This design comes from an exercise in tuning for small area, a short achievable clock period and few clock cycles per item on the open sky130 flow, not from production work.
Where RTL was checked, it was by simulation tests only, not by an equivalence proof against the original.
Only the layout flow was run in runs 1 and 6 to 8; the RTL was not checked for function there.
The flow treats the clock pin as an ideal source, which a real chip does not have.
Power figures rest on the tool's default switching activity, not on a simulated workload.

File: flow/run.sh
#!/bin/bash
set -euo pipefail
cd "$(dirname "$0")/.."
W=$(pwd)
export BUFFER_PORTS_ARGS="-buffer_cell sky130_fd_sc_hd__buf_2"
export POST_GLOBAL_PLACE_TCL=$W/flow/outbuf.tcl
export POST_CTS_TCL=$W/flow/size.tcl
export CTS_ARGS="-sink_clustering_enable -repair_clock_nets -buf_list {sky130_fd_sc_hd__clkbuf_4} -root_buf sky130_fd_sc_hd__clkbuf_4 -dont_use_dummy_load"
bash standard.sh > flow.log 2>&1
File: flow/outbuf.tcl
# After port buffering and global placement: shrink to the minimum size the
# buffers of the output ports (each drives only its port's load) and of the
# inputs that feed no comparison (the destinations' bit 0, valid and reset).
set small {i_8x8_valid i_rst}
for {set i 0} {$i < 8} {incr i} { lappend small "i_8x8_req\[[expr {3 * $i}]\]" }
foreach inst [[ord::get_db_block] getInsts] {
  set name [$inst getName]
  if {[[$inst getMaster] getName] ne "sky130_fd_sc_hd__buf_2"} { continue }
  set a [$inst findITerm A]
  if {$a eq "NULL" || [$a getNet] eq "NULL"} { continue }
  set in [[$a getNet] getName]
  if {[string match output* $name] || ([string match input* $name] && [lsearch -exact $small $in] >= 0)} {
    puts "outbuf.tcl: $name ($in) -> buf_1"
    replace_cell [get_cells $name] sky130_fd_sc_hd__buf_1
  }
}
File: flow/size.tcl
set_propagated_clock [all_clocks]
estimate_parasitics -placement
set ::size_period [expr {[get_property [lindex [all_clocks] 0] period] * 1e-9}]
set ::size_block [ord::get_db_block]
set ::size_tau 0.03
set ::size_endpoints [concat [all_registers -data_pins] [all_outputs]]

proc size_area {} {
  set a 0.0
  foreach inst [$::size_block getInsts] {
    set m [$inst getMaster]
    set n [$m getName]
    if {[string match *tap* $n] || [string match *fill* $n] || [string match *decap* $n]} { continue }
    set a [expr {$a + [$m getWidth] * [$m getHeight]}]
  }
  return $a
}
# The worst setup slack, smoothed (a soft minimum over all endpoints, in ns)
# so that a change is also credited for speeding up paths nearly as slow as
# the slowest.
proc size_soft_slack {} {
  set sl {}
  foreach p $::size_endpoints {
    set v [get_property $p slack_max]
    if {$v ne "INF" && $v < 1e6} { lappend sl $v }
  }
  set m [tcl::mathfunc::min {*}$sl]
  set sum 0.0
  foreach v $sl { set sum [expr {$sum + exp(-($v - $m) / $::size_tau)}] }
  return [expr {$m - $::size_tau * log($sum)}]
}
proc size_cost {} {
  estimate_parasitics -placement
  return [expr {[size_area] * ($::size_period * 1e9 - [size_soft_slack])}]
}
proc size_family {master} {
  if {![regexp {^(sky130_fd_sc_hd__[a-z0-9]+)_([0-9]+)$} $master -> fam drv]} { return {} }
  set out {}
  foreach c [get_lib_cells ${fam}_*] {
    set n [get_name $c]
    if {![regexp "^${fam}_\[0-9\]+\$" $n]} { continue }
    if {[get_property $c dont_use]} { continue }
    lappend out $n
  }
  return $out
}

set cands {}
foreach inst [$::size_block getInsts] {
  set m [[$inst getMaster] getName]
  set name [$inst getName]
  if {[$inst isFixed]} { continue }
  if {[string match *df* $m] || [string match *conb* $m] || [string match *tap* $m] || [string match *fill* $m]} { continue }
  if {[string match clkbuf* $name] || [string match clkload* $name]} { continue }
  set fam [size_family $m]
  if {[llength $fam] > 1} { lappend cands [list $name $fam] }
}
set cost [size_cost]
puts "size.tcl: [llength $cands] cells, start cost [format %.4g $cost], ws [format %.3f [expr {[sta::worst_slack_cmd max]*1e9}]]"
for {set pass 0} {$pass < 4} {incr pass} {
  set changed 0
  foreach c $cands {
    lassign $c name fam
    set inst [get_cells $name]
    set cur [get_property $inst ref_name]
    set best $cur
    set bestcost $cost
    foreach alt $fam {
      if {$alt eq $cur} { continue }
      replace_cell $inst $alt
      set k [size_cost]
      if {$k < $bestcost * 0.99999} { set best $alt; set bestcost $k }
    }
    replace_cell $inst $best
    if {$best ne $cur} { incr changed; set cost $bestcost; puts "size.tcl: $name $cur -> $best cost [format %.4g $cost]" }
  }
  puts "size.tcl: pass $pass changed $changed cost [format %.4g $cost] ws [format %.3f [expr {[sta::worst_slack_cmd max]*1e9}]]"
  if {$changed == 0} { break }
}
estimate_parasitics -placement
puts "size.tcl: before dpl ws [format %.3f [expr {[sta::worst_slack_cmd max]*1e9}]]"
detailed_placement
check_placement
estimate_parasitics -placement
puts "size.tcl: final area [expr {[size_area]/1e6}] ws [format %.3f [expr {[sta::worst_slack_cmd max]*1e9}]]"
File: standard.sh
#!/bin/bash
# synth_recipe.tcl (not shown) runs the flow's synth.tcl, then flattens the netlist and writes it again
# the make line also repeats each setting of config.mk as NAME=value (left out here)
make -C /OpenROAD-flow-scripts/flow DESIGN_CONFIG=/design/flow/config.mk WORK_HOME=/design/flow/orfs CLKGATE_MAP_FILE= SYNTH_SCRIPT=/design/flow/synth_recipe.tcl "${@:-finish}"
File: config.mk
export PLATFORM = sky130hd
export DESIGN_NAME = Optical_8x8ctrl_top
export DESIGN_NICKNAME = Optical_8x8ctrl_top
export VERILOG_FILES = /design/flow/design.v
export SDC_FILE = /design/flow/constraint.sdc
export NUM_CORES = 4
export LEC_CHECK = 0
export CAP_MARGIN = 20
export CORE_AREA = 2 2 64 64
export DIE_AREA = 0 0 66 66
export SLEW_MARGIN = 20
File: constraint.sdc
create_clock -name core_clock -period 19.0 [get_ports {i_clk}]
set_input_delay 3.8000 -clock core_clock [delete_from_list [all_inputs] [get_ports {i_clk}]]
set_output_delay 3.8000 -clock core_clock [all_outputs]
set_load 0.01 [all_outputs]
File: design.v
`timescale 1ns / 1ps
module Optical_8x8ctrl_top#(
    parameter       P_BAR       =   1'b0,
    parameter       P_CROSS     =   1'b1,
    parameter       P_DSTWIDTH  =   3   ,
    parameter       P_PORTNUM   =   8   ,
    parameter       P_SWITCHNUM =   4
)(
    input                                   i_clk           ,
    input                                   i_rst           ,
    input  [P_DSTWIDTH*P_PORTNUM - 1:0]     i_8x8_req       ,
    input                                   i_8x8_valid     ,
    output [19:0]                           o_grant_8x8     ,
    output                                  o_grant_valid
);
wire [3:1] w_s;
wire [8:0] w_e0;
wire       w_b3;
wire [5:0] w_d1;
reg  [3:1] r_s;      
reg  [8:0] r_e0;     
reg        r_b3;     
reg  [5:0] r_d1;     
reg        r_valid;
benes8_in u_in (
    .i_req (i_8x8_req),
    .o_s   (w_s),
    .o_e0  (w_e0),
    .o_b3  (w_b3),
    .o_d1  (w_d1)
);
benes8_out u_out (
    .i_s     (r_s),
    .i_e0    ({~r_e0[8:3], r_e0[2:0]}),
    .i_b3    (~r_b3),
    .i_d1    ({~r_d1[5:2], r_d1[1:0]}),
    .o_grant (o_grant_8x8)
);
assign o_grant_valid = r_valid;
always @(posedge i_clk) begin
    r_s  <= w_s;
    r_e0 <= {~w_e0[8:3], w_e0[2:0]};
    r_b3 <= ~w_b3;
    r_d1 <= {~w_d1[5:2], w_d1[1:0]};
end
always @(posedge i_clk or posedge i_rst) begin
    if (i_rst) r_valid <= 1'b0;
    else       r_valid <= i_8x8_valid;
end
endmodule
module benes8_in(
    input  [23:0] i_req,
    output [3:1]  o_s,
    output [8:0]  o_e0,
    output        o_b3,
    output [5:0]  o_d1
);
wire [2:0] dst [0:7];
wire [1:0] D   [0:7];
genvar gi;
generate
    for (gi = 0; gi < 8; gi = gi + 1) begin : g_in
        assign dst[gi] = i_req[3*gi +: 3];
        assign D[gi]   = i_req[3*gi+1 +: 2];
    end
endgenerate
wire e02 = D[0] == D[2], e04 = D[0] == D[4];
wire e13 = D[1] == D[3], e14 = D[1] == D[4], e15 = D[1] == D[5];
wire e16 = D[1] == D[6], e17 = D[1] == D[7];
wire e24 = D[2] == D[4], e25 = D[2] == D[5], e27 = D[2] == D[7];
wire e34 = D[3] == D[4], e35 = D[3] == D[5], e36 = D[3] == D[6], e37 = D[3] == D[7];
wire e47 = D[4] == D[7], e57 = D[5] == D[7];
wire s1 = e13 | e02 | ((e14 | e15) & (e34 | e35)) | ((e16 | e17) & (e36 | e37));
wire s2_0 = e04 | e15 | e24 | e35;
wire s2_1 = e04 | e15 | e34 | e25;
wire s3_0 = e17 | e37 | (e47 & s2_0) | (e57 & ~s2_0);
wire s3_1 = e17 | e27 | (e47 & s2_1) | (e57 & ~s2_1);
wire s2 = s1 ? s2_1 : s2_0;
wire s3 = s1 ? s3_1 : s3_0;
wire [4:0] pass2 = s2 ? {D[4], dst[5]} : {D[5], dst[4]};
assign o_s     = {s3, s2, s1};
assign o_e0    = {pass2[2:0], s1 ? dst[3] : dst[2], dst[0]};
assign o_d1    = {pass2[4:3], s1 ? D[2] : D[3], D[1]};
assign o_b3    = s3 ? dst[7][0] : dst[6][0];
endmodule
module benes4_route(
    input  [5:0] d,
    output [5:0] g,
    output [3:0] z0, z1, z2, z3
);
genvar i;
generate
    for (i = 0; i < 3; i = i + 1) begin : g_dec
        assign z0[i] = d[2*i +: 2] == 2'd0;
        assign z1[i] = d[2*i +: 2] == 2'd1;
        assign z2[i] = d[2*i +: 2] == 2'd2;
        assign z3[i] = d[2*i +: 2] == 2'd3;
    end
endgenerate
assign z0[3] = ~(z0[0] | z0[1] | z0[2]);
assign z1[3] = ~(z1[0] | z1[1] | z1[2]);
assign z2[3] = ~(z2[0] | z2[1] | z2[2]);
assign z3[3] = ~(z3[0] | z3[1] | z3[2]);
assign g[0] = ~z0[0];
assign g[1] = ~z0[0] & ~z0[1];
assign g[3] = z0[3];
assign g[2] = z0[0] ? d[3] : d[1];
assign g[4] = (d[1] & d[3]) | z1[3];
assign g[5] = d[1] ? d[0] : (d[3] ? d[2] : d[4]);
endmodule
module benes8_out(
    input  [3:1] i_s,
    input  [8:0] i_e0,
    input        i_b3,
    input  [5:0] i_d1,
    output [19:0] o_grant
);
wire [5:0] g0, g1;
wire [3:0] z0, z1, z2, z3;
wire [3:0] y0, y1, y2, y3;
benes4_route u_sub0 (
    .d  ({i_e0[8:7], i_e0[5:4], i_e0[2:1]}),
    .g  (g0), .z0 (z0), .z1 (z1), .z2 (z2), .z3 (z3)
);
benes4_route u_sub1 (
    .d  (i_d1),
    .g  (g1), .z0 (y0), .z1 (y1), .z2 (y2), .z3 (y3)
);
wire [3:0] b = {i_b3, i_e0[6], i_e0[3], i_e0[0]};
wire [3:0] go;
assign go[0] = |(z0 & b);
assign go[1] = |(z1 & b);
assign go[2] = |(z2 & b);
assign go[3] = |(z3 & b);
assign o_grant = {go, i_s, 1'b0, g1, g0};
endmodule
==> results of run 1 <==
==> per-stage QoR <==
step | std cells | hold WS, ps | utilization
floorplan | 155 | 3530 | -
global placement | 232 | 3630 | 0.430
detailed placement | 232 | 3610 | 0.420
global route | 235 | 3280 | 0.409
finish | 235 | 3290 | 0.409
==> worst max-delay path, delay by kind of cell <==
kind                   cells  cell delay, ps
multiplexers               2             620
buffers and inverters      1             380
AND/OR/NAND/NOR            2             360
XOR/XNOR                   1             190
AO/OA/AOI/OAI              1             170
==> worst paths after layout <==
| check | cells past startpoint | slack (ps) | startpoint | endpoint |
|---|---|---|---|---|
| setup / recovery | 7 | 13680 | i_8x8_req[14] | r_e0[8] |
| hold / removal | 2 | 3290 | i_rst | r_valid |
| max in group asynchronous | 2 | 15630 | i_rst | r_valid |
| min in group core_clock | 1 | 3600 | i_8x8_valid | r_valid |
==> layer usage <==
layer	wire, microns	vias up	GRT usage
met2	1390	53	0.241
met3	203	10	0.0204
li1	-	587	-
met5	0	-	0
met1	1260	523	0.169
met4	89	0	0.0816
==> synth_stat cells (3+ instances only) <==
cell,number,share of area
o22ai_1,6,0.027
buf_4,5,0.027
xnor2_1,8,0.050
dfxtp_1,19,0.27
buf_2,6,0.021
nor2_1,15,0.040
clkbuf_1,3,0.0080
xor2_1,22,0.14
mux2i_1,13,0.093
inv_1,8,0.021
nand2_1,6,0.016
a21oi_1,8,0.029
o21ai_0,3,0.011
==> cell families after synthesis <==
kind of cell,after synthesis
AOI/OAI and AO/OA,34
xor gates and xnor gates,32
and+or+nand+nor,28
buffers and inverters,24
DFF,20
muxes,16
other,1
==> registers in the layout (all words and copies together) (netlist names) <==
name	flops
r_s	3
r_e0	9
r_valid	1
r_b3	1
r_d1	6
==> layout by cell type (no fill, tap or decap), drive strengths merged, types with 6 or more instances in the layout <==
cell type  count
inv            8
xor2          24
o22ai          7
mux2i         14
xnor2          8
a21oi          8
nor2          15
nand2          6
buf           45
dfxtp         19
==> cell type report <==
cell class,instances,area (sq um),area share
multi-input combinational,111,821,0.544
sequential,20,405,0.269
timing repair buffer,45,170,0.113
tap,48,60.1,0.0398
inverter,8,30.0,0.0199
clock buffer,3,22.5,0.0149
==> where the power goes <==
group	switching, W	total, W	internal [W]	leakage (nW)
clock	0.0000108	0.0000182	0.00000736	0.0138
combinational	0.0000286	0.0000510	0.0000224	0.427
sequential	0.00000655	0.0000555	0.0000490	0.172
total	0.0000460	0.000125	0.0000787	0.612
==> impl_metrics.py, run 1 <==
metrics = {
    "status": {
        "status": "no timing/DRC/antenna violations",
    },
    "global_route": {
        "grt_pass1_wl_mm": 4.75,
        "overflow": 0,
        "antenna_found_initial": 0,
        "grt_max_degree": 12,
        "track_usage": 0.142,
        "grt_pass1_vias": 1099,
    },
    "final_layout": {
        "layout.nets": 216,
        "syn2layout_area_growth_pct": 7.58,
        "diodes": 0,
        "drive_gt1_frac": 0.0642,
        "final_area_sq_um": 1510,
        "fillCellCount": 407,
    },
    "synthesis": {
        "ys_ff_latch": 20,
        "synth_area_sq_um": 1400,
        "synth_xor_area_frac": 0.211,
        "synth-seq-area-share": 0.289,
        "synth_compound_area_frac": 0.181,
        "netlist_instances": 155,
        "synth_top_family_by_area": "XOR/XNOR gates",
        "yosys.area_share.simple": 0.0955,
        "synthMuxAreaShare": 0.128,
        "yosys_warnings": 2,
        "synth_edf_count": 0,
        "syn_nets": 182,
        "synthAdderAreaFrac": 0,
        "synth_ff_type": "dfxtp_1",
        "avgSynthCellArea_sq_um": 9.05,
        "synthArstFlopShare": 0.0500,
        "synth_cell_types": 39,
    },
    "critical_path": {
        "cp_max_fo": 8,
        "crit_path_max_incr_delay_ps": 400,
        "cp_slowest_cell": "mux2i_4",
        "crit_path_cell_trace": "buf_1, xor2_1, nor2_1, o21ai_1, nand3_2, mux2i_4, mux2i_1",
        "end_kind": "flop",
        "cp_data_arrival_time_ps": 5530,
        "crit_required_ps": 19210,
        "critPathKind": "in -> reg",
        "start_kind": "input pin",
    },
    "timing": {
        "rsz0062_at_grt": "no",
        "period_share": 0.280,
        "fin_ws_ps": 13680,
        "tns_ps": 0,
        "fmax_ghz": 0.188,
        "hold_violations": 0,
        "finalSetupViolCount": 0,
        "layout_min_cycle_time_ps": 5320,
        "finalMaxSlewViolations": 0,
    },
    "routing": {
        "drtIter0Drc": 82,
        "wl_mm": 2.95,
        "antenna_left": 0,
        "vias": 1173,
        "vias_per_cell": 4.99,
        "firstDrtPassIters": 4,
        "drc": 0,
        "wl_per_cell_microns": 12.5,
    },
    "die": {
        "ioPinCount": 48,
        "die_area_sq_um": 4360,
        "die_w_microns": 66,
        "design.core.area_sq_um": 3690,
        "start_util": 0.380,
        "rows": 22,
        "die_h_microns": 66,
    },
    "place": {
        "dp_slack_ps": 13510,
        "dpl_cell_area_sq_um": 1550,
        "post-dp-hpwl_mm": 2.38,
        "numPortBuffers": 45,
    },
    "cts": {
        "clock_sinks": 20,
        "clk_pin_slew_ps": 100,
        "cts_tree": "done",
    },
    "power_and_ir_drop": {
        "total_power_w": 0.000125,
        "powerDensity_nw_per_um2": 82.6,
        "vdd_drop_max_uv": 26.5,
        "p_leak_nw": 0.612,
    },
    "job": {
        "max_cap_violations": 0,
    },
    "hold_path": {
        "min_path_type": "in -> async",
    },
}
==> inputs of run 2 (changes only) <==
--- a/design.v
+++ b/design.v
@@ -64,13 +64,12 @@
         assign D[gi]   = i_req[3*gi+1 +: 2];
     end
 endgenerate
-wire e02 = D[0] == D[2], e04 = D[0] == D[4];
-wire e13 = D[1] == D[3], e14 = D[1] == D[4], e15 = D[1] == D[5];
-wire e16 = D[1] == D[6], e17 = D[1] == D[7];
+wire e02 = D[0] == D[2], e04 = D[0] == D[4], e05 = D[0] == D[5];
+wire e13 = D[1] == D[3], e14 = D[1] == D[4], e15 = D[1] == D[5], e17 = D[1] == D[7];
 wire e24 = D[2] == D[4], e25 = D[2] == D[5], e27 = D[2] == D[7];
-wire e34 = D[3] == D[4], e35 = D[3] == D[5], e36 = D[3] == D[6], e37 = D[3] == D[7];
+wire e34 = D[3] == D[4], e35 = D[3] == D[5], e37 = D[3] == D[7];
 wire e47 = D[4] == D[7], e57 = D[5] == D[7];
-wire s1 = e13 | e02 | ((e14 | e15) & (e34 | e35)) | ((e16 | e17) & (e36 | e37));
+wire s1 = e13 | e02 | (e15 & e34) | (e14 & e35) | (e25 & e04) | (e24 & e05);
 wire s2_0 = e04 | e15 | e24 | e35;
 wire s2_1 = e04 | e15 | e34 | e25;
 wire s3_0 = e17 | e37 | (e47 & s2_0) | (e57 & ~s2_0);
--- a/flow/size.tcl
+++ b/flow/size.tcl
@@ -50,7 +50,7 @@
   set m [[$inst getMaster] getName]
   set name [$inst getName]
   if {[$inst isFixed]} { continue }
-  if {[string match *df* $m] || [string match *conb* $m] || [string match *tap* $m] || [string match *fill* $m]} { continue }
+  if {[string match *conb* $m] || [string match *tap* $m] || [string match *fill* $m]} { continue }
   if {[string match clkbuf* $name] || [string match clkload* $name]} { continue }
   set fam [size_family $m]
   if {[llength $fam] > 1} { lappend cands [list $name $fam] }
==> impl_metrics.py, run 2 <==
metrics = {
    "routing": {
        "firstDrtPassIters": 4,
        "drc": 0,
        "wl_mm": 2.78,
        "vias_per_cell": 4.83,
        "antenna_left": 0,
        "wl_per_cell_microns": 11.8,
        "vias": 1135,
        "drtIter0Drc": 60,
    },
    "status": {
        "status": "no timing/DRC/antenna violations",
    },
    "synthesis": {
        "synth_area_sq_um": 1380,
        "synth_commonest_cells": "xor2_1 (30), nor2_1 (20), dfxtp_1 (19), mux2i_1 (13), inv_1 (9)",
        "synth_cell_types": 36,
        "ys_ff_latch": 20,
        "syn_nets": 181,
        "synth_area_leaders": "dfxtp_1 (28%), xor2_1 (19%), mux2i_1 (9.4%)",
        "yosysTopAreaCell": "dfxtp_1",
        "synth_edf_count": 0,
        "netlist_instances": 154,
        "synth_ff_type": "dfxtp_1",
        "yosys_warnings": 2,
        "synth-seq-area-share": 0.294,
        "synthArstFlopShare": 0.0500,
        "synth.most_common_cell": "xor2_1",
        "synthDominantCellAreaShare": 0.276,
        "avgSynthCellArea_sq_um": 8.95,
    },
    "place": {
        "dpl_cell_area_sq_um": 1510,
        "numPortBuffers": 43,
        "post-dp-hpwl_mm": 2.16,
    },
    "timing": {
        "fmax_ghz": 0.187,
        "hold_violations": 0,
        "finalMaxSlewViolations": 0,
        "period_share": 0.282,
        "whs_ps": 3290,
        "tns_ps": 0,
        "layout_min_cycle_time_ps": 5350,
        "rsz0062_at_grt": "no",
        "finalSetupViolCount": 0,
    },
    "cts": {
        "clk_pin_slew_ps": 110,
        "clock_sinks": 20,
        "cts_tree": "done",
    },
    "power_and_ir_drop": {
        "total_power_w": 0.000122,
        "p_leak_nw": 0.651,
        "powerDensity_nw_per_um2": 81.9,
        "vdd_drop_max_uv": 21.9,
    },
    "final_layout": {
        "regMostFlops": "r_e0",
        "fillCellCount": 425,
        "layout.nets": 216,
        "syn2layout_area_growth_pct": 8.26,
        "final_area_sq_um": 1490,
        "multi_input_area_sq_um": 796,
        "layout_commonest_cell": "buf_1",
        "diodes": 0,
        "largest_reg_flops": 9,
        "final_cell_mix": "buf_1 (32), xor2_1 (30), nor2_1 (20)",
        "top_regs": "r_e0: 9 flops, r_d1: 6 flops, r_s: 3 flops",
        "drive_gt1_frac": 0.112,
        "regArea_sq_um": 405,
    },
    "global_route": {
        "grt_max_degree": 13,
        "grt_pass1_wl_mm": 4.61,
        "antenna_found_initial": 0,
        "grt_pass1_vias": 1048,
        "overflow": 0,
        "track_usage": 0.136,
    },
    "die": {
        "die_h_microns": 66,
        "design.core.area_sq_um": 3690,
        "start_util": 0.374,
        "ioPinCount": 48,
        "die_area_sq_um": 4360,
        "die_w_microns": 66,
        "rows": 22,
    },
    "hold_path": {
        "min_path_type": "in -> async",
    },
    "job": {
        "max_cap_violations": 0,
    },
    "critical_path": {
        "crit_start": "r_e0[2]",
        "crit_required_ps": 15200,
        "end_kind": "output pin",
        "critPathKind": "reg -> out",
        "cp_data_arrival_time_ps": 1550,
        "cp_max_fo": 9,
        "start_kind": "flop",
    },
}
run 2: cell count changes in the layout (fill, tap and decap cells not counted), sizes merged, moves of 2 or more:
cell    before  now
nor4         0    2
nor2        15   20
xnor2        8    0
o22ai        7    5
nand2        6    8
a211oi       3    1
xor2        24   30
buf         45   43
run 2: worst max-delay path: stages, from the launching register on:
cell and delay, ps:
dfxtp_1 530, nor2_1 120, a21oi_1 160, and2_1 160, nand2b_1 50, o211ai_1 80, buf_2 150
run 2: cell families (layout without fill, tap and decap cells):
family                 count (synthesis)  after routing  synth area share
multiplexers                          16             16             0.130
other                                  1              1           0.00272
XOR/XNOR                              30             30             0.191
AO/OA/AOI/OAI                         30             30             0.158
AND/OR/NAND/NOR                       35             35             0.124
buffers and inverters                 22             55             0.101
flip-flops                            20             20             0.294
run 2: layout make-up:
type | instances | area share
Multi-Input combinational cell | 112 | 0.533
Sequential cell | 20 | 0.272
Timing Repair Buffer | 43 | 0.117
Tap cell | 48 | 0.0402
Inverter | 9 | 0.0226
Clock buffer | 3 | 0.0151
run 2: per-layer routing:
metal	global-route usage	wire length [microns]	vias up
met5	0	0	-
met4	0.0689	49	0
met3	0.0119	152	4
met2	0.217	1270	34
met1	0.183	1300	512
li1	-	-	585
run 2: per-stage QoR:
step / setup slack (ps) / cells / util
5_1_grt: 13490 / 235 / 0.405
6_report: 13650 / 235 / 0.405
3_3_place_gp: 13460 / 232 / 0.420
3_5_place_dp: 13460 / 232 / 0.410
2_1_floorplan: 13680 / 154 / -
run 2: final timing paths:
| kind | endpoint | slack [ps] |
|---|---|---|
| max | o_grant_8x8[16] | 13650 |
| min | r_valid | 3290 |
| max in group asynchronous | r_valid | 15630 |
| min in group core_clock | r_valid | 3590 |
run 2: power breakdown:
part	switching, W	internal (W)
clock network	0.0000108	0.00000736
registers	0.00000682	0.0000488
logic	0.0000269	0.0000217
Testbench counts of run 2, summed over its fixed seeds: cycles 2,048, items 2,048.
==> inputs of run 3 (changes only) <==
--- a/config.mk
+++ b/config.mk
@@ -8,4 +8,5 @@
 export CAP_MARGIN = 20
 export CORE_AREA = 2 2 64 64
 export DIE_AREA = 0 0 66 66
+export PLACE_DENSITY = 0.85
 export SLEW_MARGIN = 20
==> impl_metrics.py, run 3 <==
metrics = {
    "synthesis": {
        "synthArstFlopShare": 0.0500,
        "synth_edf_count": 0,
        "synth_area_sq_um": 1380,
        "synth_commonest_cells": "xor2_1 (30), nor2_1 (20), dfxtp_1 (19), mux2i_1 (13), inv_1 (9)",
        "netlist_instances": 154,
        "synth_cell_types": 36,
        "yosys_warnings": 2,
        "synthDominantCellAreaShare": 0.276,
        "ys_ff_latch": 20,
        "avgSynthCellArea_sq_um": 8.95,
        "synth-seq-area-share": 0.294,
        "syn_nets": 181,
        "synth_area_leaders": "dfxtp_1 (28%), xor2_1 (19%), mux2i_1 (9.4%)",
        "synth.most_common_cell": "xor2_1",
        "synth_ff_type": "dfxtp_1",
        "yosysTopAreaCell": "dfxtp_1",
    },
    "timing": {
        "tns_ps": 0,
        "finalMaxSlewViolations": 0,
        "period_share": 0.280,
        "layout_min_cycle_time_ps": 5320,
        "hold_violations": 0,
        "fmax_ghz": 0.188,
        "finalSetupViolCount": 0,
        "rsz0062_at_grt": "no",
        "whs_ps": 3280,
    },
    "place": {
        "dpl_cell_area_sq_um": 1510,
        "post-dp-hpwl_mm": 2.15,
        "numPortBuffers": 43,
    },
    "global_route": {
        "antenna_found_initial": 0,
        "track_usage": 0.126,
        "grt_pass1_vias": 991,
        "overflow": 0,
        "grt_pass1_wl_mm": 4.34,
        "grt_max_degree": 13,
    },
    "critical_path": {
        "start_kind": "input pin",
        "crit_required_ps": 19210,
        "end_kind": "flop",
        "crit_path_cell_trace": "buf_2, xor2_1, nor4_1, a2111oi_2, nand2_2, mux2i_4, mux2i_1",
        "crit_start": "i_8x8_req[17]",
        "cp_data_arrival_time_ps": 5540,
        "cp_slowest_cell": "mux2i_4",
        "cp_max_fo": 8,
        "critPathKind": "in -> reg",
        "crit_path_max_incr_delay_ps": 430,
    },
    "die": {
        "die_h_microns": 66,
        "start_util": 0.374,
        "design.core.area_sq_um": 3690,
        "ioPinCount": 48,
        "die_w_microns": 66,
        "die_area_sq_um": 4360,
        "rows": 22,
    },
    "routing": {
        "wl_per_cell_microns": 11.5,
        "drtIter0Drc": 32,
        "vias_per_cell": 4.90,
        "wl_mm": 2.70,
        "vias": 1152,
        "drc": 0,
        "firstDrtPassIters": 4,
        "antenna_left": 0,
    },
    "cts": {
        "clock_sinks": 20,
        "cts_tree": "done",
        "clk_pin_slew_ps": 110,
    },
    "final_layout": {
        "regMostFlops": "r_e0",
        "layout.nets": 216,
        "largest_reg_flops": 9,
        "final_cell_mix": "buf_1 (33), xor2_1 (30), nor2_1 (20)",
        "syn2layout_area_growth_pct": 8.44,
        "top_regs": "r_e0: 9 flops, r_d1: 6 flops, r_s: 3 flops",
        "drive_gt1_frac": 0.118,
        "fin_util": 0.405,
        "layout_commonest_cell": "buf_1",
        "final_area_sq_um": 1500,
        "diodes": 0,
        "fillCellCount": 412,
    },
    "power_and_ir_drop": {
        "powerDensity_nw_per_um2": 82.4,
        "p_leak_nw": 0.649,
        "vdd_drop_max_uv": 26.5,
    },
    "status": {
        "status": "no timing/DRC/antenna violations",
    },
    "hold_path": {
        "min_path_type": "in -> async",
    },
    "job": {
        "max_cap_violations": 0,
    },
}
-- run 3: stage by stage --
step                 power, W  setup slack [ps]  cells
detailed placement   0.000108             13460    232
global placement     0.000109             13470    232
floorplan           0.0000951             13680    154
finish               0.000123             13680    235
global route         0.000133             13470    235
-- run 3: per-layer routing --
metal	GRT usage	vias up	wire length (microns)	part of all wire
li1	-	582	-	-
met1	0.168	531	1280	0.47
met2	0.206	35	1250	0.46
met3	0.0136	4	123	0.045
met4	0.0536	0	42	0.016
met5	0	-	0	0
-- run 3: final cells by class --
class / instances / area, sq um / share of cell area
Timing Repair Buffer: 43 / 174 / 0.116
Inverter: 9 / 33.8 / 0.0226
Multi-Input combinational cell: 112 / 796 / 0.532
Tap cell: 48 / 60.1 / 0.0402
Sequential cell: 20 / 409 / 0.274
Clock buffer: 3 / 22.5 / 0.0151
-- run 3: cells by family after synthesis --
| kind of cell | after synthesis | synth area share |
|---|---|---|
| AO/OA/AOI/OAI | 30 | 0.158 |
| other | 1 | 0.00272 |
| XOR/XNOR | 30 | 0.191 |
| AND/OR/NAND/NOR | 35 | 0.124 |
| multiplexers | 16 | 0.130 |
| flip-flops | 20 | 0.294 |
| buffers and inverters | 22 | 0.101 |
-- run 3: where the power goes --
part | leakage, nW | internal [W] | switching [W] | total (W)
Clock | 0.0138 | 0.00000736 | 0.0000114 | 0.0000188
Combinational | 0.464 | 0.0000216 | 0.0000272 | 0.0000488
Sequential | 0.172 | 0.0000490 | 0.00000663 | 0.0000556
Total | 0.649 | 0.0000780 | 0.0000453 | 0.000123
-- run 3: path summary, 6_finish.rpt --
kind / to / cells past startpoint
min in group core_clock: r_valid / 1
min: r_valid / 2
max: r_e0[7] / 7
max in group asynchronous: r_valid / 2
-- run 3: critical path: cells and delay by family --
family,cells,cell delay [ps]
XOR/XNOR,1,190
multiplexers,2,650
AND/OR/NAND/NOR,2,640
buffers and inverters,1,170
AO/OA/AOI/OAI,1,90
==> inputs of run 4 (changes only) <==
--- a/config.mk
+++ b/config.mk
@@ -8,5 +8,5 @@
 export CAP_MARGIN = 20
 export CORE_AREA = 2 2 64 64
 export DIE_AREA = 0 0 66 66
-export PLACE_DENSITY = 0.85
+export PLACE_DENSITY = 0.35
 export SLEW_MARGIN = 20
==> impl_metrics.py, run 4 <==
metrics = {
    "status": {
        "status": "no timing/DRC/antenna violations",
    },
    "critical_path": {
        "cp_max_fo": 8,
        "critPathKind": "in -> reg",
        "crit_start": "i_8x8_req[1]",
        "crit_required_ps": 19230,
        "end_kind": "flop",
        "cp_data_arrival_time_ps": 5560,
        "start_kind": "input pin",
    },
    "synthesis": {
        "synth.most_common_cell": "xor2_1",
        "yosysTopAreaCell": "dfxtp_1",
        "yosys_warnings": 2,
        "netlist_instances": 154,
        "synth_commonest_cells": "xor2_1 (30), nor2_1 (20), dfxtp_1 (19), mux2i_1 (13), inv_1 (9)",
        "synth-seq-area-share": 0.294,
        "ys_ff_latch": 20,
        "synth_ff_type": "dfxtp_1",
        "synth_cell_types": 36,
        "synth_area_leaders": "dfxtp_1 (28%), xor2_1 (19%), mux2i_1 (9.4%)",
        "syn_nets": 181,
        "synth_edf_count": 0,
        "synthDominantCellAreaShare": 0.276,
        "synthArstFlopShare": 0.0500,
        "synth_area_sq_um": 1380,
        "avgSynthCellArea_sq_um": 8.95,
    },
    "timing": {
        "whs_ps": 3290,
        "tightestPinTransition_ps": 511,
        "fmax_ghz": 0.188,
        "finalMaxSlewViolations": 0,
        "slew-limit-headroom": 0.657,
        "period_share": 0.281,
        "finalSetupViolCount": 0,
        "hold_violations": 0,
        "layout_min_cycle_time_ps": 5330,
        "rsz0062_at_grt": "no",
        "tns_ps": 0,
    },
    "global_route": {
        "grt_pass1_wl_mm": 5.33,
        "track_usage": 0.161,
        "grt_pass1_vias": 1119,
        "antenna_found_initial": 0,
        "overflow": 0,
        "grt_max_degree": 12,
    },
    "die": {
        "die_h_microns": 66,
        "die_area_sq_um": 4360,
        "design.core.area_sq_um": 3690,
        "rows": 22,
        "start_util": 0.374,
        "ioPinCount": 48,
        "die_w_microns": 66,
    },
    "final_layout": {
        "drive_gt1_frac": 0.128,
        "multi_input_area_sq_um": 802,
        "layout.nets": 216,
        "fillCellCount": 408,
        "layout_commonest_cell": "buf_1",
        "syn2layout_area_growth_pct": 8.98,
        "final_cell_mix": "buf_1 (32), xor2_1 (30), nor2_1 (20)",
        "regArea_sq_um": 409,
        "largest_reg_flops": 9,
        "fin_util": 0.407,
        "regMostFlops": "r_e0",
        "final_area_sq_um": 1500,
        "diodes": 0,
        "top_regs": "r_e0: 9 flops, r_d1: 6 flops, r_s: 3 flops",
    },
    "routing": {
        "vias": 1133,
        "firstDrtPassIters": 4,
        "wl_mm": 3.14,
        "wl_met1_mm": 1.43,
        "drtIter0Drc": 41,
        "met2_wirelength_mm": 1.60,
        "met3WireLength_microns": 115,
        "vias_per_cell": 4.82,
        "wl_per_cell_microns": 13.4,
        "drc": 0,
        "antenna_left": 0,
        "maxUsedRoutingLayer": "met3",
    },
    "cts": {
        "clock_sinks": 20,
        "clk_pin_slew_ps": 110,
        "cts_tree": "done",
    },
    "power_and_ir_drop": {
        "vdd_drop_max_uv": 20.3,
        "p_leak_nw": 0.652,
        "total_power_w": 0.000124,
        "powerDensity_nw_per_um2": 82.5,
    },
    "job": {
        "max_cap_violations": 0,
    },
    "hold_path": {
        "min_path_type": "in -> async",
    },
    "place": {
        "dpl_cell_area_sq_um": 1510,
        "post-dp-hpwl_mm": 2.49,
        "numPortBuffers": 43,
    },
}
[run 4: cell types whose count changed in the layout (fill, tap and decap cells not counted)]
cell	previous run	this run
nor4_1	2	1
o311ai_1	1	0
o311ai_0	0	1
buf_2	10	11
buf_1	33	32
nor4_2	0	1
[run 4: metrics by stage]
stage / instances / setup slack [ps]
6_report: 235 / 13670
5_1_grt: 235 / 13520
3_5_place_dp: 232 / 13410
3_3_place_gp: 232 / 13420
2_1_floorplan: 154 / 13680
[run 4: logic make-up after synthesis]
group,share of synthesized area
flops,0.294
buf+inv,0.101
mux,0.130
xor+xnor,0.191
simple gates,0.124
other cells,0.00272
compound gates,0.158
[run 4: worst max path at each step]
stage / end / slack (ps) / depth (start not counted)
3_3_place_gp: r_e0[7] / 13420 / 7
6_report: r_d1[4] / 13670 / 7
5_1_grt: r_d1[4] / 13520 / 7
2_1_floorplan: r_d1[4] / 13680 / 7
3_5_place_dp: r_d1[4] / 13410 / 7
[run 4: critical path: stages]
cell and delay [ps]:
buf_1 210, xor2_1 180, o22ai_1 100, a2111oi_2 370, nand2_2 260, mux2i_4 400
mux2i_1 240
[run 4: where the power goes]
part	leakage (nW)	switching (W)	internal, W
clock	0.0138	0.0000112	0.00000736
sequential	0.172	0.00000690	0.0000490
combinational	0.466	0.0000279	0.0000216
[run 4: cell type report]
type,count,share of cell area
tap,48,0.0400
inverter,9,0.0225
sequential,20,0.272
timing repair buffer,43,0.117
multi-input combinational,112,0.534
clock buffer,3,0.0150
[run 4: layer usage]
layer,track usage,up-vias
li1,-,580
met1,0.185,526
met2,0.303,27
met3,0.0153,0
met4,0.0612,0
met5,0,-
==> inputs of run 5 (changes only) <==
--- a/config.mk
+++ b/config.mk
@@ -8,5 +8,4 @@
 export CAP_MARGIN = 20
 export CORE_AREA = 2 2 64 64
 export DIE_AREA = 0 0 66 66
-export PLACE_DENSITY = 0.35
 export SLEW_MARGIN = 20
==> impl_metrics.py, run 5 <==
metrics = {
    "status": {
        "status": "no timing/DRC/antenna violations",
    },
    "die": {
        "die_w_microns": 66,
        "die_area_sq_um": 4360,
        "ioPinCount": 48,
        "start_util": 0.374,
        "design.core.area_sq_um": 3690,
        "rows": 22,
        "die_h_microns": 66,
    },
    "global_route": {
        "antenna_found_initial": 0,
        "grt_pass1_wl_mm": 4.61,
        "grt_pass1_vias": 1048,
        "overflow": 0,
        "grt_max_degree": 13,
        "track_usage": 0.136,
    },
    "critical_path": {
        "critPathKind": "reg -> out",
        "end_kind": "output pin",
        "start_kind": "flop",
        "cp_max_fo": 9,
        "crit_required_ps": 15200,
        "cp_data_arrival_time_ps": 1550,
    },
    "routing": {
        "drc": 0,
        "drtIter0Drc": 60,
        "wl_mm": 2.78,
        "antenna_left": 0,
        "wl_per_cell_microns": 11.8,
        "vias_per_cell": 4.83,
        "vias": 1135,
        "firstDrtPassIters": 4,
    },
    "power_and_ir_drop": {
        "powerDensity_nw_per_um2": 81.9,
        "vdd_drop_max_uv": 21.9,
        "p_leak_nw": 0.651,
    },
    "synthesis": {
        "avgSynthCellArea_sq_um": 8.95,
        "yosys_warnings": 2,
        "yosysTopAreaCell": "dfxtp_1",
        "syn_nets": 181,
        "synth_area_leaders": "dfxtp_1 (28%), xor2_1 (19%), mux2i_1 (9.4%)",
        "synth_ff_type": "dfxtp_1",
        "synth_commonest_cells": "xor2_1 (30), nor2_1 (20), dfxtp_1 (19), mux2i_1 (13), inv_1 (9)",
        "synth.most_common_cell": "xor2_1",
        "synth_cell_types": 36,
        "synth_area_sq_um": 1380,
        "synthDominantCellAreaShare": 0.276,
        "ys_ff_latch": 20,
        "synth-seq-area-share": 0.294,
        "netlist_instances": 154,
        "synthArstFlopShare": 0.0500,
        "synth_edf_count": 0,
    },
    "place": {
        "dp_slack_ps": 13460,
        "post-dp-hpwl_mm": 2.16,
        "numPortBuffers": 43,
    },
    "cts": {
        "clock_sinks": 20,
        "clk_pin_slew_ps": 110,
        "cts_tree": "done",
    },
    "timing": {
        "tns_ps": 0,
        "fin_ws_ps": 13650,
        "rsz0062_at_grt": "no",
        "layout_min_cycle_time_ps": 5350,
        "fmax_ghz": 0.187,
        "period_share": 0.282,
        "finalMaxSlewViolations": 0,
        "finalSetupViolCount": 0,
        "hold_violations": 0,
    },
    "job": {
        "max_cap_violations": 0,
    },
    "final_layout": {
        "multi_input_area_sq_um": 796,
        "regArea_sq_um": 405,
        "layout_commonest_cell": "buf_1",
        "top_regs": "r_e0: 9 flops, r_d1: 6 flops, r_s: 3 flops",
        "drive_gt1_frac": 0.112,
        "fillCellCount": 425,
        "syn2layout_area_growth_pct": 8.26,
        "layout.nets": 216,
        "diodes": 0,
        "largest_reg_flops": 9,
        "regMostFlops": "r_e0",
        "final_cell_mix": "buf_1 (32), xor2_1 (30), nor2_1 (20)",
    },
    "hold_path": {
        "min_path_type": "in -> async",
    },
}
[run 5: cell counts after synthesis]
Identical to the previous run, type by type.
[run 5: cell type report]
| type | instances | share of cell area |
|---|---|---|
| Tap cell | 48 | 0.0402 |
| Inverter | 9 | 0.0226 |
| Clock buffer | 3 | 0.0151 |
| Timing Repair Buffer | 43 | 0.117 |
| Multi-Input combinational cell | 112 | 0.533 |
| Sequential cell | 20 | 0.272 |
[run 5: per-stage QoR]
stage           power, W  area (sq um)  utilization  hold WS, ps  cells
3_5_place_dp    0.000108          1510        0.410         3610    232
3_3_place_gp    0.000110          1550        0.420         3630    232
6_report        0.000122          1490        0.405         3290    235
2_1_floorplan  0.0000951          1380            -         3530    154
5_1_grt         0.000132          1490        0.405         3250    235
[run 5: where the power goes]
group,leakage (nW),switching (W),internal [W]
clock,0.0138,0.0000108,0.00000736
combinational,0.465,0.0000269,0.0000217
sequential,0.172,0.00000682,0.0000488
[run 5: final timing paths]
| kind | startpoint | end | slack (ps) | cells past startpoint |
|---|---|---|---|---|
| min in group core_clock | i_8x8_valid | r_valid | 3590 | 1 |
| min | i_rst | r_valid | 3290 | 2 |
| max | r_e0[2] | o_grant_8x8[16] | 13650 | 6 |
| max in group asynchronous | i_rst | r_valid | 15630 | 2 |
[run 5: logic make-up (layout without fill, tap and decap cells)]
kind of cell / count (synthesis) / after routing / share of synthesized area
AOI/OAI and AO/OA: 30 / 30 / 0.158
buffers and inverters: 22 / 55 / 0.101
and+or+nand+nor: 35 / 35 / 0.124
muxes: 16 / 16 / 0.130
other: 1 / 1 / 0.00272
DFF: 20 / 20 / 0.294
xor gates and xnor gates: 30 / 30 / 0.191
[run 5: layer usage]
| metal | vias up | part of all wire | track usage |
|---|---|---|---|
| li1 | 585 | - | - |
| met1 | 512 | 0.47 | 0.183 |
| met2 | 34 | 0.46 | 0.217 |
| met3 | 4 | 0.055 | 0.0119 |
| met4 | 0 | 0.018 | 0.0689 |
| met5 | - | 0 | 0 |
[run 5: critical path: stages (launching register included)]
cell and delay (ps):
dfxtp_1 530, nor2_1 120, a21oi_1 160, and2_1 160, nand2b_1 50, o211ai_1 80, buf_2 150
==> inputs of run 6 (changes only) <==
--- a/design.v
+++ b/design.v
@@ -33,7 +33,7 @@
     .i_s     (r_s),
     .i_e0    ({~r_e0[8:3], r_e0[2:0]}),
     .i_b3    (~r_b3),
-    .i_d1    ({~r_d1[5:2], r_d1[1:0]}),
+    .i_d1    (r_d1),
     .o_grant (o_grant_8x8)
 );
 assign o_grant_valid = r_valid;
@@ -41,7 +41,7 @@
     r_s  <= w_s;
     r_e0 <= {~w_e0[8:3], w_e0[2:0]};
     r_b3 <= ~w_b3;
-    r_d1 <= {~w_d1[5:2], w_d1[1:0]};
+    r_d1 <= w_d1;
 end
 always @(posedge i_clk or posedge i_rst) begin
     if (i_rst) r_valid <= 1'b0;
==> impl_metrics.py, run 6 <==
metrics = {
    "power_and_ir_drop": {
        "powerDensity_nw_per_um2": 81.8,
        "total_power_w": 0.000123,
        "vdd_drop_max_uv": 24.1,
        "p_leak_nw": 0.648,
    },
    "synthesis": {
        "yosys_warnings": 2,
        "synth.most_common_cell": "xor2_1",
        "syn_nets": 178,
        "synth_cell_types": 36,
        "synth_edf_count": 0,
        "synthDominantCellAreaShare": 0.284,
        "synth_commonest_cells": "xor2_1 (30), dfxtp_1 (19), nor2_1 (16), mux2i_1 (10), inv_1 (7)",
        "synth_area_leaders": "dfxtp_1 (28%), xor2_1 (20%), mux2i_1 (7.5%)",
        "synth_xor_area_frac": 0.196,
        "netlist_instances": 151,
        "synthMuxAreaShare": 0.139,
        "synthArstFlopShare": 0.0500,
        "synthAdderAreaFrac": 0,
        "synth-seq-area-share": 0.303,
        "synth_top_family_by_area": "XOR/XNOR gates",
        "avgSynthCellArea_sq_um": 8.86,
        "yosysTopAreaCell": "dfxtp_1",
        "yosys.area_share.simple": 0.133,
        "synth_area_sq_um": 1340,
        "synth_ff_type": "dfxtp_1",
        "ys_ff_latch": 20,
        "synth_compound_area_frac": 0.155,
    },
    "routing": {
        "wl_mm": 2.78,
        "maxUsedRoutingLayer": "met3",
        "vias": 1122,
        "wl_met1_mm": 1.30,
        "wl_per_cell_microns": 12.0,
        "met3WireLength_microns": 147,
        "vias_per_cell": 4.84,
        "firstDrtPassIters": 4,
        "drtIter0Drc": 69,
        "drc": 0,
        "antenna_left": 0,
        "met2_wirelength_mm": 1.33,
    },
    "cts": {
        "clock_sinks": 20,
        "cts_tree": "done",
        "clk_pin_slew_ps": 110,
    },
    "global_route": {
        "grt_pass1_wl_mm": 4.55,
        "grt_pass1_vias": 995,
        "track_usage": 0.135,
        "antenna_found_initial": 0,
        "grt_max_degree": 13,
        "overflow": 0,
    },
    "timing": {
        "rsz0062_at_grt": "no",
        "tns_ps": 0,
        "finalMaxSlewViolations": 0,
        "fin_ws_ps": 13550,
        "finalSetupViolCount": 0,
        "period_share": 0.287,
        "layout_min_cycle_time_ps": 5450,
        "fmax_ghz": 0.183,
        "hold_violations": 0,
    },
    "critical_path": {
        "path_buf_inv": 1,
        "critical_path.top_delay_family": "multiplexers",
        "crit_path_max_incr_delay_ps": 400,
        "critPathKind": "in -> reg",
        "cp_slowest_cell": "a2111oi_2",
        "crit_path_cell_trace": "buf_2, xor2_1, nor2_1, a2111oi_2, nand2_2, mux2i_4, mux2_1",
        "start_kind": "input pin",
        "crit_required_ps": 19190,
        "end_kind": "flop",
        "cp_max_fo": 8,
        "cp_data_arrival_time_ps": 5640,
    },
    "status": {
        "status": "no timing/DRC/antenna violations",
    },
    "die": {
        "start_util": 0.363,
        "ioPinCount": 48,
        "die_w_microns": 66,
        "rows": 22,
        "die_h_microns": 66,
        "die_area_sq_um": 4360,
        "design.core.area_sq_um": 3690,
    },
    "final_layout": {
        "fillCellCount": 400,
        "diodes": 0,
        "drive_gt1_frac": 0.125,
        "regMostFlops": "r_e0",
        "top_regs": "r_e0: 9 flops, r_d1: 6 flops, r_s: 3 flops",
        "layout_commonest_cell": "buf_1",
        "largest_reg_flops": 9,
        "syn2layout_area_growth_pct": 12.3,
        "final_cell_mix": "buf_1 (31), xor2_1 (30), dfxtp_1 (19)",
        "layout.nets": 213,
    },
    "job": {
        "max_cap_violations": 0,
    },
    "place": {
        "dp_slack_ps": 13250,
        "post-dp-hpwl_mm": 2.16,
        "numPortBuffers": 43,
    },
    "hold_path": {
        "min_path_type": "in -> async",
    },
}
[run 6: layout make-up]
| class | instances | area, sq um | area share |
|---|---|---|---|
| multi-input combinational | 111 | 811 | 0.540 |
| sequential | 20 | 405 | 0.270 |
| timing repair buffer | 43 | 176 | 0.117 |
| tap | 48 | 60.1 | 0.0400 |
| inverter | 7 | 26.3 | 0.0175 |
| clock buffer | 3 | 22.5 | 0.0150 |
[run 6: cells by family after synthesis]
| family | count (synthesis) |
|---|---|
| buffers and inverters | 20 |
| multiplexers | 16 |
| other | 1 |
| flip-flops | 20 |
| XOR/XNOR | 30 |
| AND/OR/NAND/NOR | 36 |
| AO/OA/AOI/OAI | 28 |
[run 6: final timing paths]
| path | from | to | cells past startpoint |
|---|---|---|---|
| max in group asynchronous | i_rst | r_valid | 2 |
| hold / removal | i_rst | r_valid | 2 |
| setup / recovery | i_8x8_req[13] | r_d1[4] | 7 |
| min in group core_clock | i_8x8_valid | r_valid | 1 |
[run 6: per-layer routing]
| metal | GRT usage | vias to the layer above |
|---|---|---|
| li1 | - | 575 |
| met1 | 0.182 | 507 |
| met2 | 0.223 | 40 |
| met5 | 0 | - |
| met4 | 0.0536 | 0 |
| met3 | 0.0102 | 0 |
[run 6: per-stage QoR]
step	utilization	cells	hold slack, ps	area [sq um]
2_1_floorplan	-	151	3530	1340
3_3_place_gp	0.419	229	3630	1550
3_5_place_dp	0.409	229	3610	1510
5_1_grt	0.407	232	3260	1500
6_report	0.407	232	3290	1500
[run 6: report_power, final]
group	switching [W]	total (W)	internal, W
registers	0.00000617	0.0000550	0.0000488
logic	0.0000272	0.0000497	0.0000225
clock network	0.0000107	0.0000181	0.00000735
==> inputs of run 7 (changes only) <==
--- a/design.v
+++ b/design.v
@@ -33,7 +33,7 @@
     .i_s     (r_s),
     .i_e0    ({~r_e0[8:3], r_e0[2:0]}),
     .i_b3    (~r_b3),
-    .i_d1    (r_d1),
+    .i_d1    ({~r_d1[5:2], r_d1[1:0]}),
     .o_grant (o_grant_8x8)
 );
 assign o_grant_valid = r_valid;
@@ -41,7 +41,7 @@
     r_s  <= w_s;
     r_e0 <= {~w_e0[8:3], w_e0[2:0]};
     r_b3 <= ~w_b3;
-    r_d1 <= w_d1;
+    r_d1 <= {~w_d1[5:2], w_d1[1:0]};
 end
 always @(posedge i_clk or posedge i_rst) begin
     if (i_rst) r_valid <= 1'b0;
@@ -125,11 +125,11 @@
     .d  (i_d1),
     .g  (g1), .z0 (y0), .z1 (y1), .z2 (y2), .z3 (y3)
 );
-wire [3:0] b = {i_b3, i_e0[6], i_e0[3], i_e0[0]};
+wire [2:0] c = {i_e0[6], i_e0[3], i_e0[0]} ^ {3{i_b3}};
 wire [3:0] go;
-assign go[0] = |(z0 & b);
-assign go[1] = |(z1 & b);
-assign go[2] = |(z2 & b);
-assign go[3] = |(z3 & b);
+assign go[0] = i_b3 ^ |(z0[2:0] & c);
+assign go[1] = i_b3 ^ |(z1[2:0] & c);
+assign go[2] = i_b3 ^ |(z2[2:0] & c);
+assign go[3] = i_b3 ^ |(z3[2:0] & c);
 assign o_grant = {go, i_s, 1'b0, g1, g0};
 endmodule
==> impl_metrics.py, run 7 <==
metrics = {
    "synthesis": {
        "netlist_instances": 167,
        "ys_ff_latch": 20,
        "avgSynthCellArea_sq_um": 8.39,
        "synth_area_sq_um": 1400,
        "synth_commonest_cells": "xor2_1 (30), dfxtp_1 (19), nor2_1 (16), mux2i_1 (14), a21oi_1 (10)",
        "synthArstFlopShare": 0.0500,
        "syn_nets": 194,
        "synth_cell_types": 33,
        "synth_edf_count": 0,
        "synth-seq-area-share": 0.289,
        "yosys_warnings": 2,
        "synth_ff_type": "dfxtp_1",
        "synthDominantCellAreaShare": 0.271,
        "yosysTopAreaCell": "dfxtp_1",
        "synth_area_leaders": "dfxtp_1 (27%), xor2_1 (19%), mux2i_1 (10%)",
        "synth.most_common_cell": "xor2_1",
    },
    "timing": {
        "finalMaxSlewViolations": 0,
        "rsz0062_at_grt": "no",
        "whs_ps": 3290,
        "layout_min_cycle_time_ps": 5270,
        "fmax_ghz": 0.190,
        "finalSetupViolCount": 0,
        "tns_ps": 0,
        "period_share": 0.277,
        "hold_violations": 0,
    },
    "global_route": {
        "grt_pass1_wl_mm": 4.92,
        "track_usage": 0.144,
        "grt_pass1_vias": 1109,
        "overflow": 0,
        "antenna_found_initial": 0,
        "grt_max_degree": 13,
    },
    "place": {
        "dp.cells": 243,
        "numPortBuffers": 43,
        "post-dp-hpwl_mm": 2.27,
    },
    "die": {
        "die_h_microns": 66,
        "ioPinCount": 48,
        "start_util": 0.380,
        "die_area_sq_um": 4360,
        "rows": 22,
        "die_w_microns": 66,
        "design.core.area_sq_um": 3690,
    },
    "critical_path": {
        "cp_data_arrival_time_ps": 5470,
        "cp_max_fo": 8,
        "crit_start": "i_8x8_req[10]",
        "start_kind": "input pin",
        "end_kind": "flop",
        "endpoint": "r_e0[7]",
        "crit_required_ps": 19200,
        "critPathKind": "in -> reg",
    },
    "cts": {
        "cts_tree": "done",
        "clk_pin_slew_ps": 110,
        "clock_sinks": 20,
    },
    "final_layout": {
        "final_cell_mix": "buf_1 (31), xor2_1 (30), dfxtp_1 (19)",
        "largest_reg_flops": 9,
        "finalNonFillerCells": 246,
        "fin_util": 0.423,
        "drive_gt1_frac": 0.0960,
        "layout.nets": 227,
        "top_regs": "r_e0: 9 flops, r_d1: 6 flops, r_s: 3 flops",
        "syn2layout_area_growth_pct": 11.3,
        "diodes": 0,
        "layout_commonest_cell": "buf_1",
        "regMostFlops": "r_e0",
    },
    "status": {
        "status": "no timing/DRC/antenna violations",
    },
    "power_and_ir_drop": {
        "powerDensity_nw_per_um2": 81.2,
        "p_leak_nw": 0.677,
        "power_frac_comb": 0.404,
        "clock_power_share": 0.142,
        "p_int_w": 0.0000791,
        "p_seq_frac": 0.454,
        "switching_power_w": 0.0000476,
        "vdd_drop_max_uv": 24.1,
        "sw_frac_of_total": 0.376,
    },
    "hold_path": {
        "min_path_type": "in -> async",
    },
    "routing": {
        "wl_per_cell_microns": 12.1,
        "met2_wirelength_mm": 1.39,
        "drtIter0Drc": 38,
        "firstDrtPassIters": 4,
        "wl_met1_mm": 1.43,
        "maxUsedRoutingLayer": "met4",
        "wl_mm": 2.97,
        "antenna_left": 0,
        "met3WireLength_microns": 116,
        "drc": 0,
        "vias_per_cell": 4.89,
        "vias": 1204,
    },
    "job": {
        "max_cap_violations": 0,
    },
}
## run 7: cells by family after synthesis
| kind of cell | after synthesis | synth area share |
|---|---|---|
| buf+inv | 24 | 0.0991 |
| flops | 20 | 0.289 |
| xor+xnor | 30 | 0.187 |
| mux | 17 | 0.132 |
| other cells | 1 | 0.00268 |
| compound gates | 35 | 0.155 |
| simple gates | 40 | 0.134 |
## run 7: layer usage
| metal | vias to the layer above | global-route usage |
|---|---|---|
| met5 | - | 0 |
| met4 | 0 | 0.0536 |
| met3 | 2 | 0.0170 |
| met2 | 33 | 0.247 |
| met1 | 546 | 0.183 |
| li1 | 623 | - |
## run 7: power groups by stage
stage	clock network, W	logic, W	registers (W)
after global placement	0	0.0000529	0.0000584
after floorplan	0	0.0000405	0.0000551
final	0.0000180	0.0000511	0.0000575
after detailed placement	0	0.0000507	0.0000584
after global routing	0.0000210	0.0000570	0.0000593
## run 7: worst max-delay path, stage by stage
cell	delay [ps]
buf_2	180
xor2_1	170
o22ai_1	110
a2111oi_2	440
nand2_4	190
mux2i_4	340
mux2i_1	220
## run 7: per-stage QoR
stage	area (sq um)	setup slack, ps	power, W
floorplan	1400	13650	0.0000956
global placement	1570	13350	0.000111
detailed placement	1540	13400	0.000109
global route	1560	13560	0.000137
finish	1560	13730	0.000127
## run 7: how the worst min path moves through the flow
stage | start | endpoint | slack (ps) | depth (start not counted)
6_report | i_rst | r_valid | 3290 | 2
5_1_grt | i_rst | r_valid | 3260 | 2
3_5_place_dp | i_rst | r_valid | 3610 | 2
3_3_place_gp | i_rst | r_valid | 3630 | 2
2_1_floorplan | i_rst | r_valid | 3530 | 1
## run 7: layout make-up
| cell class | count | area (sq um) |
|---|---|---|
| Tap cell | 48 | 60.1 |
| Fill cell | 402 | 2130 |
| Sequential cell | 20 | 405 |
| Multi-Input combinational cell | 123 | 862 |
| Timing Repair Buffer | 43 | 176 |
| Clock buffer | 3 | 22.5 |
| Inverter | 9 | 33.8 |
==> inputs of run 8 (changes only) <==
--- a/design.v
+++ b/design.v
@@ -31,17 +31,17 @@
 );
 benes8_out u_out (
     .i_s     (r_s),
-    .i_e0    ({~r_e0[8:3], r_e0[2:0]}),
-    .i_b3    (~r_b3),
-    .i_d1    ({~r_d1[5:2], r_d1[1:0]}),
+    .i_e0    ({r_e0[8:6], ~r_e0[5:3], r_e0[2:0]}),
+    .i_b3    (r_b3),
+    .i_d1    ({r_d1[5:4], ~r_d1[3:2], r_d1[1:0]}),
     .o_grant (o_grant_8x8)
 );
 assign o_grant_valid = r_valid;
 always @(posedge i_clk) begin
     r_s  <= w_s;
-    r_e0 <= {~w_e0[8:3], w_e0[2:0]};
-    r_b3 <= ~w_b3;
-    r_d1 <= {~w_d1[5:2], w_d1[1:0]};
+    r_e0 <= {w_e0[8:6], ~w_e0[5:3], w_e0[2:0]};
+    r_b3 <= w_b3;
+    r_d1 <= {w_d1[5:4], ~w_d1[3:2], w_d1[1:0]};
 end
 always @(posedge i_clk or posedge i_rst) begin
     if (i_rst) r_valid <= 1'b0;
@@ -125,11 +125,11 @@
     .d  (i_d1),
     .g  (g1), .z0 (y0), .z1 (y1), .z2 (y2), .z3 (y3)
 );
-wire [2:0] c = {i_e0[6], i_e0[3], i_e0[0]} ^ {3{i_b3}};
+wire [3:0] b = {i_b3, i_e0[6], i_e0[3], i_e0[0]};
 wire [3:0] go;
-assign go[0] = i_b3 ^ |(z0[2:0] & c);
-assign go[1] = i_b3 ^ |(z1[2:0] & c);
-assign go[2] = i_b3 ^ |(z2[2:0] & c);
-assign go[3] = i_b3 ^ |(z3[2:0] & c);
+assign go[0] = |(z0 & b);
+assign go[1] = |(z1 & b);
+assign go[2] = |(z2 & b);
+assign go[3] = |(z3 & b);
 assign o_grant = {go, i_s, 1'b0, g1, g0};
 endmodule
==> impl_metrics.py, run 8 <==
metrics = {
    "final_layout": {
        "regMostFlops": "r_e0",
        "diodes": 0,
        "drive_gt1_frac": 0.134,
        "layout_commonest_cell": "buf_1",
        "layout.nets": 215,
        "largest_reg_flops": 9,
        "finalNonFillerCells": 234,
        "syn2layout_area_growth_pct": 9.40,
        "final_cell_mix": "buf_1 (31), xor2_1 (30), dfxtp_1 (18)",
        "top_regs": "r_e0: 9 flops, r_d1: 6 flops, r_s: 3 flops",
    },
    "synthesis": {
        "yosysTopAreaCell": "dfxtp_1",
        "synthAdderAreaFrac": 0,
        "synth_compound_area_frac": 0.156,
        "synthArstFlopShare": 0.0500,
        "synth_top_family_by_area": "XOR/XNOR gates",
        "synth_ff_type": "dfxtp_1",
        "synth_cell_types": 37,
        "avgSynthCellArea_sq_um": 9.13,
        "synth-seq-area-share": 0.290,
        "synthMuxAreaShare": 0.150,
        "synth_area_sq_um": 1400,
        "synth.most_common_cell": "xor2_1",
        "yosys_warnings": 2,
        "ys_ff_latch": 20,
        "synth_commonest_cells": "xor2_1 (30), dfxtp_1 (19), nor2_1 (17), inv_1 (8)",
        "syn_nets": 180,
        "netlist_instances": 153,
        "synth_xor_area_frac": 0.188,
        "synth_edf_count": 0,
        "synth_area_leaders": "dfxtp_1 (27%), xor2_1 (19%), mux2_4 (7.5%)",
        "yosys.area_share.simple": 0.120,
        "synthDominantCellAreaShare": 0.272,
    },
    "routing": {
        "wl_per_cell_microns": 12.0,
        "antenna_left": 0,
        "firstDrtPassIters": 4,
        "wl_mm": 2.81,
        "vias": 1157,
        "drc": 0,
        "vias_per_cell": 4.94,
        "drtIter0Drc": 122,
    },
    "die": {
        "die_w_microns": 66,
        "ioPinCount": 48,
        "die_area_sq_um": 4360,
        "die_h_microns": 66,
        "design.core.area_sq_um": 3690,
        "start_util": 0.379,
        "rows": 22,
    },
    "critical_path": {
        "crit_required_ps": 19160,
        "start_kind": "input pin",
        "critPathKind": "in -> reg",
        "end_kind": "flop",
        "cp_max_fo": 8,
        "cp_data_arrival_time_ps": 5520,
    },
    "place": {
        "post-dp-hpwl_mm": 2.19,
        "numPortBuffers": 43,
        "dp.cells": 231,
    },
    "timing": {
        "finalSetupViolCount": 0,
        "period_share": 0.282,
        "hold_violations": 0,
        "finalMaxSlewViolations": 0,
        "fmax_ghz": 0.187,
        "tns_ps": 0,
        "layout_min_cycle_time_ps": 5350,
        "rsz0062_at_grt": "no",
    },
    "cts": {
        "clk_pin_slew_ps": 110,
        "clock_sinks": 20,
        "cts_tree": "done",
    },
    "job": {
        "max_cap_violations": 0,
    },
    "global_route": {
        "track_usage": 0.143,
        "grt_pass1_vias": 1046,
        "grt_pass1_wl_mm": 4.85,
        "grt_max_degree": 13,
        "antenna_found_initial": 0,
        "overflow": 0,
    },
    "power_and_ir_drop": {
        "powerDensity_nw_per_um2": 81.1,
        "vdd_drop_max_uv": 26.0,
        "p_leak_nw": 0.643,
    },
    "status": {
        "status": "no timing/DRC/antenna violations",
    },
    "hold_path": {
        "min_path_type": "in -> async",
    },
}
-- run 8: cell count changes after synthesis, moves of 3 or more --
| cell | previous run | this run |
|---|---|---|
| mux2_4 | 0 | 7 |
| buf_2 | 4 | 0 |
| nand3b_1 | 4 | 1 |
| buf_6 | 0 | 4 |
| mux2i_1 | 14 | 7 |
| clkbuf_8 | 4 | 0 |
| a21oi_1 | 10 | 6 |
| buf_4 | 1 | 5 |
| nand2_1 | 9 | 6 |
-- run 8: path summary, 6_finish.rpt --
kind | from | to | slack, ps
min | i_rst | r_valid | 3280
max | i_8x8_req[17] | r_e0[8] | 13650
min in group core_clock | i_8x8_valid | r_valid | 3590
max in group asynchronous | i_rst | r_valid | 15640
-- run 8: layer usage --
layer | wire, microns | GRT usage | vias to the layer above
met2 | 1220 | 0.220 | 54
li1 | - | - | 584
met5 | 0 | 0 | -
met3 | 232 | 0.0221 | 3
met4 | 28 | 0.0689 | 0
met1 | 1330 | 0.195 | 516
-- run 8: metrics by stage --
step / area, sq um / setup slack [ps] / total power (W) / hold WS, ps / utilization
floorplan: 1400 / 13510 / 0.0000974 / 3530 / -
global placement: 1580 / 13300 / 0.000113 / 3630 / 0.427
detailed placement: 1540 / 13300 / 0.000111 / 3610 / 0.417
global route: 1530 / 13500 / 0.000135 / 3260 / 0.415
finish: 1530 / 13650 / 0.000124 / 3280 / 0.415
-- run 8: critical path: stages --
cell       delay, ps
buf_2            170
xor2_1           200
nor4_2           380
a2111oi_4         90
nand2_4          180
mux2i_4          350
mux2_1           350
-- run 8: cell type report --
class,count,area (sq um)
fillers,414,2160
multi-input cells,111,830
flip-flops and latches,20,407
repair buffers,43,176
well taps,48,60.1
inverters,9,33.8
clock buffers,3,22.5
-- run 8: cells by family after synthesis --
kind of cell / Yosys count
compound gates: 31
simple gates: 33
flops: 20
buf+inv: 22
other cells: 1
mux: 16
xor+xnor: 30
-- run 8: where the power goes --
group | switching [W] | internal (W) | total [W]
combinational | 0.0000283 | 0.0000223 | 0.0000506
sequential | 0.00000620 | 0.0000489 | 0.0000551
clock | 0.0000109 | 0.00000737 | 0.0000183

port drivers added, routing unchanged:
Ports are ideal in the flow. The routed layouts listed here were re-timed in OpenROAD. Step 1 (the two cells are an assumption about what drives the block):
set clk [get_ports {i_clk}]
set_driving_cell -lib_cell sky130_fd_sc_hd__clkbuf_16 $clk
set_driving_cell -lib_cell sky130_fd_sc_hd__buf_2 [delete_from_list [all_inputs] $clk]
Step 2 adds t to the input delays and takes it off the output delays; t is the mean of the earliest and latest rising clock arrival at the registers after step 1. Input paths then give back, and output paths get back, about the clock's delay inside the block. a / b / c = ideal / step 1 / step 2; a / b = the first two.
run | shift t [ns] | slack for setup (ns) | worst setup path at the end | latest minus earliest clock arrival (ns) | worst data-port slew with drivers (ns)
run 1 | 0.305 | 13.679 / 13.666 / 13.372 | input to register | 0.015 / 0.016 | 0.04
run 2 | 0.303 | 13.649 / 13.628 / 13.385 | input to register | 0.024 / 0.023 | 0.03
run 3 | 0.306 | 13.677 / 13.679 / 13.373 | input to register | 0.020 / 0.020 | 0.03
run 4 | 0.304 | 13.668 / 13.668 / 13.363 | input to register | 0.013 / 0.013 | 0.03
run 5 | 0.303 | 13.649 / 13.628 / 13.385 | input to register | 0.024 / 0.023 | 0.03
run 6 | 0.299 | 13.547 / 13.544 / 13.248 | input to register | 0.025 / 0.025 | 0.03
run 7 | 0.301 | 13.732 / 13.722 / 13.431 | input to register | 0.026 / 0.026 | 0.03
run 8 | 0.305 | 13.647 / 13.646 / 13.342 | input to register | 0.027 / 0.027 | 0.03
After both steps every run listed still meets setup and hold. For run 1, which loses most, drivers alone change the setup slack by -0.013 ns; drivers and shift together by -0.307 ns.
